Source: an optimization exercise on an open RTL-to-GDS flow (aim: small area). Production flows keep margins and buffers that such runs may drop. Only simulation tests tie the RTL to the original design; equivalence was not proved. No activity file was given, so power comes from the tool's default toggle rates.

==> inputs of run a <==
==> flow/design.v <==
module eve_pe
#(
parameter WORD_SZ = 32,
parameter GENE_SZ = 64,
parameter ATTR_SZ = 8
)(
input clk,
input rst,
input setup,
input state,
input [GENE_SZ - 1: 0]  data_in1,
input [GENE_SZ - 1: 0]  data_in2,
input [GENE_SZ - 1: 0]  gene_in1,
input [GENE_SZ - 1: 0]  gene_in2,
input [GENE_SZ - 1: 0]  random_num_pack,
output [GENE_SZ - 1: 0]  gene_out1,
output [GENE_SZ - 1: 0]  gene_out2,
output [GENE_SZ - 1: 0]  gene_out3,
output reg [2 : 0]  out_valid
);
function gt8;
    input [7:0] a;
    input [7:0] b;
    integer i;
    reg g;
    begin
        g = 1'b0;
        for (i = 0; i < 8; i = i + 1)
            g = (a[i] & ~b[i]) | ((a[i] | ~b[i]) & g);
        gt8 = g;
    end
endfunction
function gt16;
    input [15:0] a;
    input [15:0] b;
    integer i;
    reg g;
    begin
        g = 1'b0;
        for (i = 0; i < 16; i = i + 1)
            g = (a[i] & ~b[i]) | ((a[i] | ~b[i]) & g);
        gt16 = g;
    end
endfunction
reg        fit_gt;           
reg  [7:0] mp_node_bias;
reg  [7:0] mp_node_resp;
reg  [7:0] mp_node_act;
reg  [7:0] mp_node_agg;
reg  [7:0] mp_conn_weight;
reg  [7:0] mp_conn_enable;
reg  [7:0] child_genome_id;
reg  [7:0] node_add_prob;
reg  [7:0] node_del_prob;
reg  [7:0] conn_add_prob;
reg  [7:0] conn_del_prob;
reg  [7:0] del_node_prob;    
reg  [7:0] del_conn_prob;
reg  [7:0] add_node_prob;    
reg  [7:0] add_conn_prob;
reg setup_d1, setup_d2, setup_d3, setup_d4;
wire fit_gt_in = gt8(data_in1[55:48], data_in1[63:56]);
wire fit_gt_nx = setup ? fit_gt_in : fit_gt;
wire [7:0] mp_node_bias_nx   = setup ? data_in1[47:40] : mp_node_bias;
wire [7:0] mp_node_resp_nx   = setup ? data_in1[39:32] : mp_node_resp;
wire [7:0] mp_node_act_nx    = setup ? data_in1[31:24] : mp_node_act;
wire [7:0] mp_node_agg_nx    = setup ? data_in1[23:16] : mp_node_agg;
wire [7:0] mp_conn_weight_nx = setup ? data_in1[15:8]  : mp_conn_weight;
wire [7:0] mp_conn_enable_nx = setup ? data_in1[7:0]   : mp_conn_enable;
always @(posedge clk, posedge rst)
begin
    if (rst) begin
        fit_gt          <= 1'b0;
        mp_node_bias    <= 8'd0;
        mp_node_resp    <= 8'd0;
        mp_node_act     <= 8'd0;
        mp_node_agg     <= 8'd0;
        mp_conn_weight  <= 8'd0;
        mp_conn_enable  <= 8'd0;
        child_genome_id <= 8'd0;
    end else begin
        fit_gt         <= fit_gt_nx;
        mp_node_bias   <= mp_node_bias_nx;
        mp_node_resp   <= mp_node_resp_nx;
        mp_node_act    <= mp_node_act_nx;
        mp_node_agg    <= mp_node_agg_nx;
        mp_conn_weight <= mp_conn_weight_nx;
        mp_conn_enable <= mp_conn_enable_nx;
        if (setup)
            child_genome_id <= data_in2[7:0];
    end
end
always @(posedge clk)
begin
    if (setup) begin
        node_add_prob <= data_in2[15:8];
        node_del_prob <= data_in2[23:16];
        conn_add_prob <= data_in2[31:24];
        conn_del_prob <= data_in2[39:32];
    end
end
always @(posedge clk, posedge rst)
begin
    if (rst) begin
        setup_d1 <= 1'b0;
        setup_d2 <= 1'b0;
        setup_d3 <= 1'b0;
        setup_d4 <= 1'b0;
        del_node_prob <= 8'd0;
        del_conn_prob <= 8'd0;
        add_node_prob <= 8'd0;
        add_conn_prob <= 8'd0;
    end else begin
        setup_d1 <= setup;
        setup_d2 <= setup_d1;
        setup_d3 <= setup_d2;
        setup_d4 <= setup_d3;
        if (setup_d3) begin
            del_node_prob <= node_del_prob;
            del_conn_prob <= conn_del_prob;
        end
        if (setup_d4) begin
            add_node_prob <= node_add_prob;
            add_conn_prob <= conn_add_prob;
        end
    end
end
wire [15:0] key1 = gene_in1[47:32];
wire [15:0] key2 = gene_in2[47:32];
reg  [55:0] a_g1;            
reg  [7:0]  a_g2_type;       
reg  [31:0] a_g2_attr;       
reg         a_bubble;        
reg         a_bias;          
reg         a_zero;          
always @(posedge clk, posedge rst)
begin
    if (rst) begin
        a_bubble  <= 1'b0;
        a_bias    <= 1'b0;
        a_zero    <= 1'b1;
    end else begin
        a_bubble  <= gt16(key1, key2);
        a_bias    <= gt16(key2, key1);
        a_zero    <= 1'b0;
    end
end
always @(posedge clk)
begin
    a_g1      <= gene_in1[55:0];
    a_g2_type <= gene_in2[55:48];
    a_g2_attr <= gene_in2[31:0];
end
reg  [15:0] b_key;
reg  [7:0]  b_type;
reg  [31:0] b_g1_attr;
reg  [31:0] b_g2_attr;
reg         b_bubble;
reg         b_bias;
reg         b_zero;
always @(posedge clk)
begin
    b_key     <= a_g1[47:32];
    b_type    <= (!a_bias && fit_gt_nx) ? a_g2_type : a_g1[55:48];
    b_g1_attr <= a_g1[31:0];
    b_g2_attr <= a_g2_attr;
    b_bubble  <= a_bubble;
    b_bias    <= a_bias;
    b_zero    <= a_zero;
end
reg         c_skip;
reg  [15:0] c_key;
reg  [7:0]  c_type;
reg  [31:0] c_attr;
wire [3:0] xsel;
genvar gi;
generate
    for (gi = 0; gi < 4; gi = gi + 1) begin : g_xsel
        assign xsel[gi] = !b_bias && (random_num_pack[8*gi+7:8*gi] > 8'h40);
    end
endgenerate
always @(posedge clk, posedge rst)
begin
    if (rst)
        c_skip <= 1'b1;
    else
        c_skip <= setup | b_bubble;
end
always @(posedge clk)
begin
    c_key  <= b_zero ? 16'd0 : b_key;
    c_type <= b_zero ? 8'd0  : b_type;
    c_attr[7:0]   <= b_zero ? 8'd0 : xsel[0] ? b_g2_attr[7:0]   : b_g1_attr[7:0];
    c_attr[15:8]  <= b_zero ? 8'd0 : xsel[1] ? b_g2_attr[15:8]  : b_g1_attr[15:8];
    c_attr[23:16] <= b_zero ? 8'd0 : xsel[2] ? b_g2_attr[23:16] : b_g1_attr[23:16];
    c_attr[31:24] <= b_zero ? 8'd0 : xsel[3] ? b_g2_attr[31:24] : b_g1_attr[31:24];
end
reg         d_skip;
reg  [15:0] d_key;
reg  [7:0]  d_type;
reg  [31:0] d_attr_n;         
wire       gtype = c_type[7];
wire [7:0] r0 = random_num_pack[7:0];
wire [7:0] r1 = random_num_pack[15:8];
wire [7:0] r2 = random_num_pack[23:16];
wire [7:0] r3 = random_num_pack[31:24];
wire [7:0] th0 = gtype ? mp_conn_weight_nx : mp_node_bias_nx;
wire [7:0] th1 = gtype ? mp_conn_enable_nx : mp_node_resp_nx;
wire [7:0] th2 = gtype ? 8'd0 : mp_node_act_nx;
wire [7:0] th3 = gtype ? 8'd0 : mp_node_agg_nx;
wire [7:0] mv1 = gtype ? {7'd0, r1[0]} : r1;
wire [7:0] mv2 = gtype ? 8'd0 : {4'd0, r2[3:0]};
wire [7:0] mv3 = gtype ? 8'd0 : {5'd0, r3[2:0]};
always @(posedge clk, posedge rst)
begin
    if (rst) begin
        d_skip <= 1'b1;
        d_key  <= 16'd0;
        d_type <= 8'd0;
        d_attr_n <= 32'hffffffff;
    end else begin
        d_skip <= c_skip;
        d_key  <= c_key;
        d_type <= c_type;
        d_attr_n[7:0]   <= ~(gt8(r0, th0) ? r0  : c_attr[7:0]);
        d_attr_n[15:8]  <= ~(gt8(r1, th1) ? mv1 : c_attr[15:8]);
        d_attr_n[23:16] <= ~(gt8(r2, th2) ? mv2 : c_attr[23:16]);
        d_attr_n[31:24] <= ~(gt8(r3, th3) ? mv3 : c_attr[31:24]);
    end
end
reg  [63:0] e_gene;          
reg         e_bubble;
always @(posedge clk, posedge rst)
begin
    if (rst)
        e_bubble <= 1'b0;
    else
        e_bubble <= d_skip;
end
always @(posedge clk)
    e_gene <= {child_genome_id, d_type, d_key, d_attr_n};    
wire [7:0] e_src  = e_gene[47:40];
wire [7:0] e_dst  = e_gene[39:32];
wire       e_hidden = (e_gene[54:53] == 2'b00);
reg  [7:0] hidden_max0;
always @(posedge clk, posedge rst)
begin
    if (rst)
        hidden_max0 <= 8'd0;
    else if (setup)
        hidden_max0 <= 8'd0;
    else if (!state && !e_bubble && e_hidden && gt8(e_src, hidden_max0))
        hidden_max0 <= e_src;
end
wire [7:0] r5 = random_num_pack[39:32];
reg  [63:0] f_gene;          
reg         f_valid;
reg  [3:0]  del_ctr;
reg  [63:0] del_list;            
wire [7:0] del_hit;
generate
    for (gi = 0; gi < 8; gi = gi + 1) begin : g_match
        assign del_hit[gi] = (del_ctr > gi) && ((e_src == del_list[8*gi+7:8*gi]) || (e_dst == del_list[8*gi+7:8*gi]));
    end
endgenerate
wire del_node = !setup_d3 && !e_bubble && !state && gt8(r5, del_node_prob) && !del_ctr[3] && e_hidden;
always @(posedge clk, posedge rst)
begin
    if (rst) begin
        f_valid <= 1'b0;
        del_ctr <= 4'd0;
    end else if (setup_d3) begin
        f_valid <= 1'b0;
        del_ctr <= 4'd0;
    end else if (e_bubble) begin
        f_valid <= 1'b0;
    end else if (!state) begin
        if (del_node) begin
            f_valid <= 1'b0;
            del_ctr <= del_ctr + 4'd1;
        end else begin
            f_valid <= 1'b1;
        end
    end else begin
        f_valid <= !((|del_hit) || gt8(r5, del_conn_prob));
    end
end
always @(posedge clk)
begin
    f_gene <= e_gene;
    if (del_node)
        del_list <= {del_list[55:0], e_src};
end
wire [7:0] r6 = random_num_pack[47:40];
reg  [63:0] g_gene;          
reg  [7:0]  g_genome_id;
reg  [7:0]  src_reg;
reg  [7:0]  hidden_max1;
reg         next_flag;
always @(posedge clk, posedge rst)
begin
    if (rst) begin
        out_valid   <= 3'b000;
        hidden_max1 <= 8'd0;
        next_flag   <= 1'b0;
    end else if (setup_d4) begin
        out_valid   <= 3'b000;
        hidden_max1 <= 8'd0;
        next_flag   <= 1'b0;
    end else if (!f_valid) begin
        out_valid   <= 3'b000;
    end else if (!state) begin
        hidden_max1 <= hidden_max0;
        out_valid   <= 3'b001;
    end else if (gt8(r6, add_node_prob)) begin
        hidden_max1 <= hidden_max1 + 8'd1;
        out_valid   <= 3'b111;
    end else if (gt8(r6, add_conn_prob) && !next_flag) begin
        out_valid   <= 3'b001;
        next_flag   <= 1'b1;
    end else if (next_flag) begin
        out_valid   <= 3'b011;
        next_flag   <= 1'b0;
    end else begin
        out_valid   <= 3'b001;
    end
end
wire rec_src = !setup_d4 && f_valid && state && !gt8(r6, add_node_prob) && gt8(r6, add_conn_prob) && !next_flag;
always @(posedge clk)
begin
    g_gene      <= f_gene;
    g_genome_id <= child_genome_id;
    if (rec_src)
        src_reg <= f_gene[47:40];
end
wire split = out_valid[2];
assign gene_out1 = split ? {g_gene[63:56], 8'h00, hidden_max1, 8'h00, 32'h01010101}
                         : {g_gene[63:32], ~g_gene[31:0]};
assign gene_out2 = split ? {g_gene[63:56], 8'h80, g_gene[47:40], hidden_max1, ~g_gene[31:0]}
                         : {g_genome_id, 8'h80, src_reg, g_gene[39:32], 32'h01010000};
assign gene_out3 = {g_gene[63:56], 8'h80, hidden_max1, g_gene[39:32], 32'h01010000};
endmodule
==> flow/flow/run.sh <==
#!/bin/bash
# The standard layout (the standard.sh: ORFS synthesis with the standard flow's
# synthesis script, floorplan, placement, CTS, routing), with four changes:
#  - synthesis maps the logic with ABC's area-oriented mappers (flow/abc_area.script
#    in place of ORFS's abc_speed.script); registers are mapped as before;
#  - the port buffers that placement puts on every input and output are the
#    platform's smallest buffer, sky130_fd_sc_hd__buf_1;
#  - CTS inserts no dummy loads;
#  - the constant outputs share one tie cell per value (no tie fanout repair).
# make's full output goes to standard.log in the folder this runs in.
set -euo pipefail
here=$(pwd)
rm -rf "$here/scripts"
cp -r "$FLOW_HOME/scripts" "$here/scripts"
cp "$here/flow/abc_area.script" "$here/scripts/abc_speed.script"
export BUFFER_PORTS_ARGS="-buffer_cell sky130_fd_sc_hd__buf_1"
export SKIP_REPAIR_TIE_FANOUT=1
export CTS_ARGS="-sink_clustering_enable -repair_clock_nets -sink_clustering_size 16 -sink_clustering_max_diameter 45 -buf_list sky130_fd_sc_hd__clkbuf_8 -dont_use_dummy_load"
bash standard.sh SCRIPTS_DIR="$here/scripts" finish > standard.log 2>&1
==> flow/flow/abc_area.script <==
strash
dch -f
amap
topo
==> flow/standard.sh <==
#!/bin/bash
# synth_recipe.tcl (not shown) runs the flow's synth.tcl, then flattens the netlist and writes it again
# the make line also repeats each setting of config.mk as NAME=value (left out here)
make -C /OpenROAD-flow-scripts/flow DESIGN_CONFIG=/design/flow/config.mk WORK_HOME=/design/flow/orfs CLKGATE_MAP_FILE= SYNTH_SCRIPT=/design/flow/synth_recipe.tcl "${@:-finish}"
==> flow/config.mk <==
export PLATFORM = sky130hd
export DESIGN_NAME = eve_pe
export DESIGN_NICKNAME = eve_pe
export VERILOG_FILES = /design/flow/design.v
export SDC_FILE = /design/flow/constraint.sdc
export NUM_CORES = 4
export LEC_CHECK = 0
export CAP_MARGIN = 0
export CORE_MARGIN = 2
export CORE_UTILIZATION = 80
export PLACE_DENSITY = 0.9
export SLEW_MARGIN = 0
==> flow/constraint.sdc <==
create_clock -name core_clock -period 4.5 [get_ports {clk}]
set_input_delay 0.9000 -clock core_clock [delete_from_list [all_inputs] [get_ports {clk}]]
set_output_delay 0.9000 -clock core_clock [all_outputs]
set_load 0.01 [all_outputs]
==> run b (differences from run a) <==
--- a/flow/design.v
+++ b/flow/design.v
@@ -199,5 +199,5 @@
 reg  [15:0] d_key;
 reg  [7:0]  d_type;
-reg  [31:0] d_attr_n;         
+reg  [31:0] d_attr;
 wire       gtype = c_type[7];
 wire [7:0] r0 = random_num_pack[7:0];
@@ -218,16 +218,16 @@
         d_key  <= 16'd0;
         d_type <= 8'd0;
-        d_attr_n <= 32'hffffffff;
+        d_attr <= 32'd0;
     end else begin
         d_skip <= c_skip;
         d_key  <= c_key;
         d_type <= c_type;
-        d_attr_n[7:0]   <= ~(gt8(r0, th0) ? r0  : c_attr[7:0]);
-        d_attr_n[15:8]  <= ~(gt8(r1, th1) ? mv1 : c_attr[15:8]);
-        d_attr_n[23:16] <= ~(gt8(r2, th2) ? mv2 : c_attr[23:16]);
-        d_attr_n[31:24] <= ~(gt8(r3, th3) ? mv3 : c_attr[31:24]);
+        d_attr[7:0]   <= gt8(r0, th0) ? r0  : c_attr[7:0];
+        d_attr[15:8]  <= gt8(r1, th1) ? mv1 : c_attr[15:8];
+        d_attr[23:16] <= gt8(r2, th2) ? mv2 : c_attr[23:16];
+        d_attr[31:24] <= gt8(r3, th3) ? mv3 : c_attr[31:24];
     end
 end
-reg  [63:0] e_gene;          
+reg  [63:0] e_gene;
 reg         e_bubble;
 always @(posedge clk, posedge rst)
@@ -239,5 +239,5 @@
 end
 always @(posedge clk)
-    e_gene <= {child_genome_id, d_type, d_key, d_attr_n};    
+    e_gene <= {child_genome_id, d_type, d_key, d_attr};
 wire [7:0] e_src  = e_gene[47:40];
 wire [7:0] e_dst  = e_gene[39:32];
@@ -254,5 +254,5 @@
 end
 wire [7:0] r5 = random_num_pack[39:32];
-reg  [63:0] f_gene;          
+reg  [63:0] f_gene;
 reg         f_valid;
 reg  [3:0]  del_ctr;
@@ -293,5 +293,5 @@
 end
 wire [7:0] r6 = random_num_pack[47:40];
-reg  [63:0] g_gene;          
+reg  [63:0] g_gene;
 reg  [7:0]  g_genome_id;
 reg  [7:0]  src_reg;
@@ -336,6 +336,6 @@
 wire split = out_valid[2];
 assign gene_out1 = split ? {g_gene[63:56], 8'h00, hidden_max1, 8'h00, 32'h01010101}
-                         : {g_gene[63:32], ~g_gene[31:0]};
-assign gene_out2 = split ? {g_gene[63:56], 8'h80, g_gene[47:40], hidden_max1, ~g_gene[31:0]}
+                         : g_gene;
+assign gene_out2 = split ? {g_gene[63:56], 8'h80, g_gene[47:40], hidden_max1, g_gene[31:0]}
                          : {g_genome_id, 8'h80, src_reg, g_gene[39:32], 32'h01010000};
 assign gene_out3 = {g_gene[63:56], 8'h80, hidden_max1, g_gene[39:32], 32'h01010000};
==> flow/flow/run.sh (replaced) <==
#!/bin/bash
# The standard layout (the standard.sh: standard synthesis, floorplan,
# placement, CTS, routing), with two changes:
#  - the port buffers that placement puts on every input and output are the
#    platform's smallest buffer, sky130_fd_sc_hd__buf_1;
#  - CTS inserts no dummy loads.
# make's full output goes to standard.log in the folder this runs in.
set -euo pipefail
export BUFFER_PORTS_ARGS="-buffer_cell sky130_fd_sc_hd__buf_1"
export CTS_ARGS="-sink_clustering_enable -repair_clock_nets -sink_clustering_size 20 -sink_clustering_max_diameter 50 -buf_list sky130_fd_sc_hd__clkbuf_8 -dont_use_dummy_load"
bash standard.sh > standard.log 2>&1
--- a/flow/config.mk
+++ b/flow/config.mk
@@ -9,4 +9,3 @@
 export CORE_MARGIN = 2
 export CORE_UTILIZATION = 80
-export PLACE_DENSITY = 0.9
 export SLEW_MARGIN = 0
removed: flow/flow/abc_area.script
==> run c (differences from run a) <==
--- a/flow/flow/run.sh
+++ b/flow/flow/run.sh
@@ -2,5 +2,5 @@
 # The standard layout (the standard.sh: ORFS synthesis with the standard flow's
 # synthesis script, floorplan, placement, CTS, routing), with four changes:
-#  - synthesis maps the logic with ABC's area-oriented mappers (flow/abc_area.script
+#  - synthesis maps the logic with ABC's area-oriented mapper (flow/abc_area.script
 #    in place of ORFS's abc_speed.script); registers are mapped as before;
 #  - the port buffers that placement puts on every input and output are the
--- a/flow/config.mk
+++ b/flow/config.mk
@@ -9,4 +9,3 @@
 export CORE_MARGIN = 2
 export CORE_UTILIZATION = 80
-export PLACE_DENSITY = 0.9
 export SLEW_MARGIN = 0
==> qor summary <==
Number of antenna violations at the first check in global routing: run a 3; run b 6; run c 4
Number of multi-input combinational cells: run a 844; run b 973; run c 844
Core area: run a 0.02793 sq mm; run b 0.03035 sq mm; run c 0.02793 sq mm
Worst r2r dst: run a src_reg[1]; run b src_reg[3]; run c d_attr_n[4]
Detailed-route wire length: run a 56,500 um; run b 54,080 um; run c 57,780 um
Final non-filler cell total: run a 2,613; run b 2,661; run c 2,618
First-pass GRT wire length: run a 87,620 um; run b 80,460 um; run c 90,300 um
Sequential group share of total power: run a 65.0%; run b 65.7%; run c 64.9%
Filler Cells Inserted: run a 1,128; run b 1,440; run c 1,123
Post-synthesis share of cell area spent on full adders, half adders and majority gates: run a 0.2747%; run b 1.765%; run c 0.2747%
Switch Pwr: run a 2.742 mW; run b 2.672 mW; run c 2.761 mW
Synth Area in Compound Gates: run a 15.35%; run b 5.974%; run c 15.35%
Internal: run a 8.559 mW; run b 8.493 mW; run c 8.559 mW
Outcome: run a complete, no violations; run b complete, no violations; run c complete, no violations
Flip-flop and latch share of the layout cell area: run a 64.88%; run b 61.04%; run c 64.87%
Pin count of the biggest net entering global routing: run a 117; run b 114; run c 106
Share of cell area taken by multi-input logic gates: run a 20.60%; run b 26.98%; run c 20.57%
Fraction of the cycle the final worst path needs: run a 85.48%; run b 79.36%; run c 86.33%
Fraction of the yosys area taken by sequential cells: run a 71.92%; run b 66.63%; run c 71.92%
Total global-route track usage: run a 37.48%; run b 33.18%; run c 38.69%
Proportion of netlist area held by the largest area contributor: run a 38.24%; run b 35.51%; run c 38.24%
Global Route met3 Usage: run a 6.201%; run b 7.570%; run c 7.564%
Non-clock buffers, area share: run a 7.041%; run b 6.350%; run c 7.088%
Share of cells above drive strength 1: run a 5.511%; run b 9.115%; run c 5.677%
WP data required: run a 5.01 ns; run b 5.06 ns; run c 5.04 ns
Worst reg2reg setup slack: run a 1.26 ns; run b 1.05 ns; run c 1.11 ns

-- port drivers added, routing unchanged --
Ports are ideal in the flow. The routed layouts listed here were re-timed in OpenROAD. Step 1 (the two cells are an assumption about what drives the block):
set clk [get_ports {clk}]
set_driving_cell -lib_cell sky130_fd_sc_hd__clkbuf_16 $clk
set_driving_cell -lib_cell sky130_fd_sc_hd__buf_2 [delete_from_list [all_inputs] $clk]
Step 2 times the ports against the registers' clock, not the clock port: input delays grow and output delays shrink by t, the midpoint of the rising clock arrivals with the driver on. Slacks: no drivers / after step 1 / after step 2; pairs: no drivers / after step 1.
run | t (ns) | setup slack, ns | hold slack, ns | latest minus earliest clock arrival (ns)
run a | 0.654 | 0.653 / 0.682 / 0.028 | 0.309 / 0.309 / 0.309 | 0.072 / 0.072
run b | 0.627 | 0.929 / 0.888 / 0.261 | 0.205 / 0.183 / 0.312 | 0.057 / 0.057
run c | 0.651 | 0.615 / 0.622 / -0.030 | 0.302 / 0.302 / 0.302 | 0.069 / 0.069
With both steps, setup timing fails in run c, where it was met with ideal ports. The setup slack of run b, which loses most, moves by -0.041 ns with the drivers and by -0.668 ns with both steps.
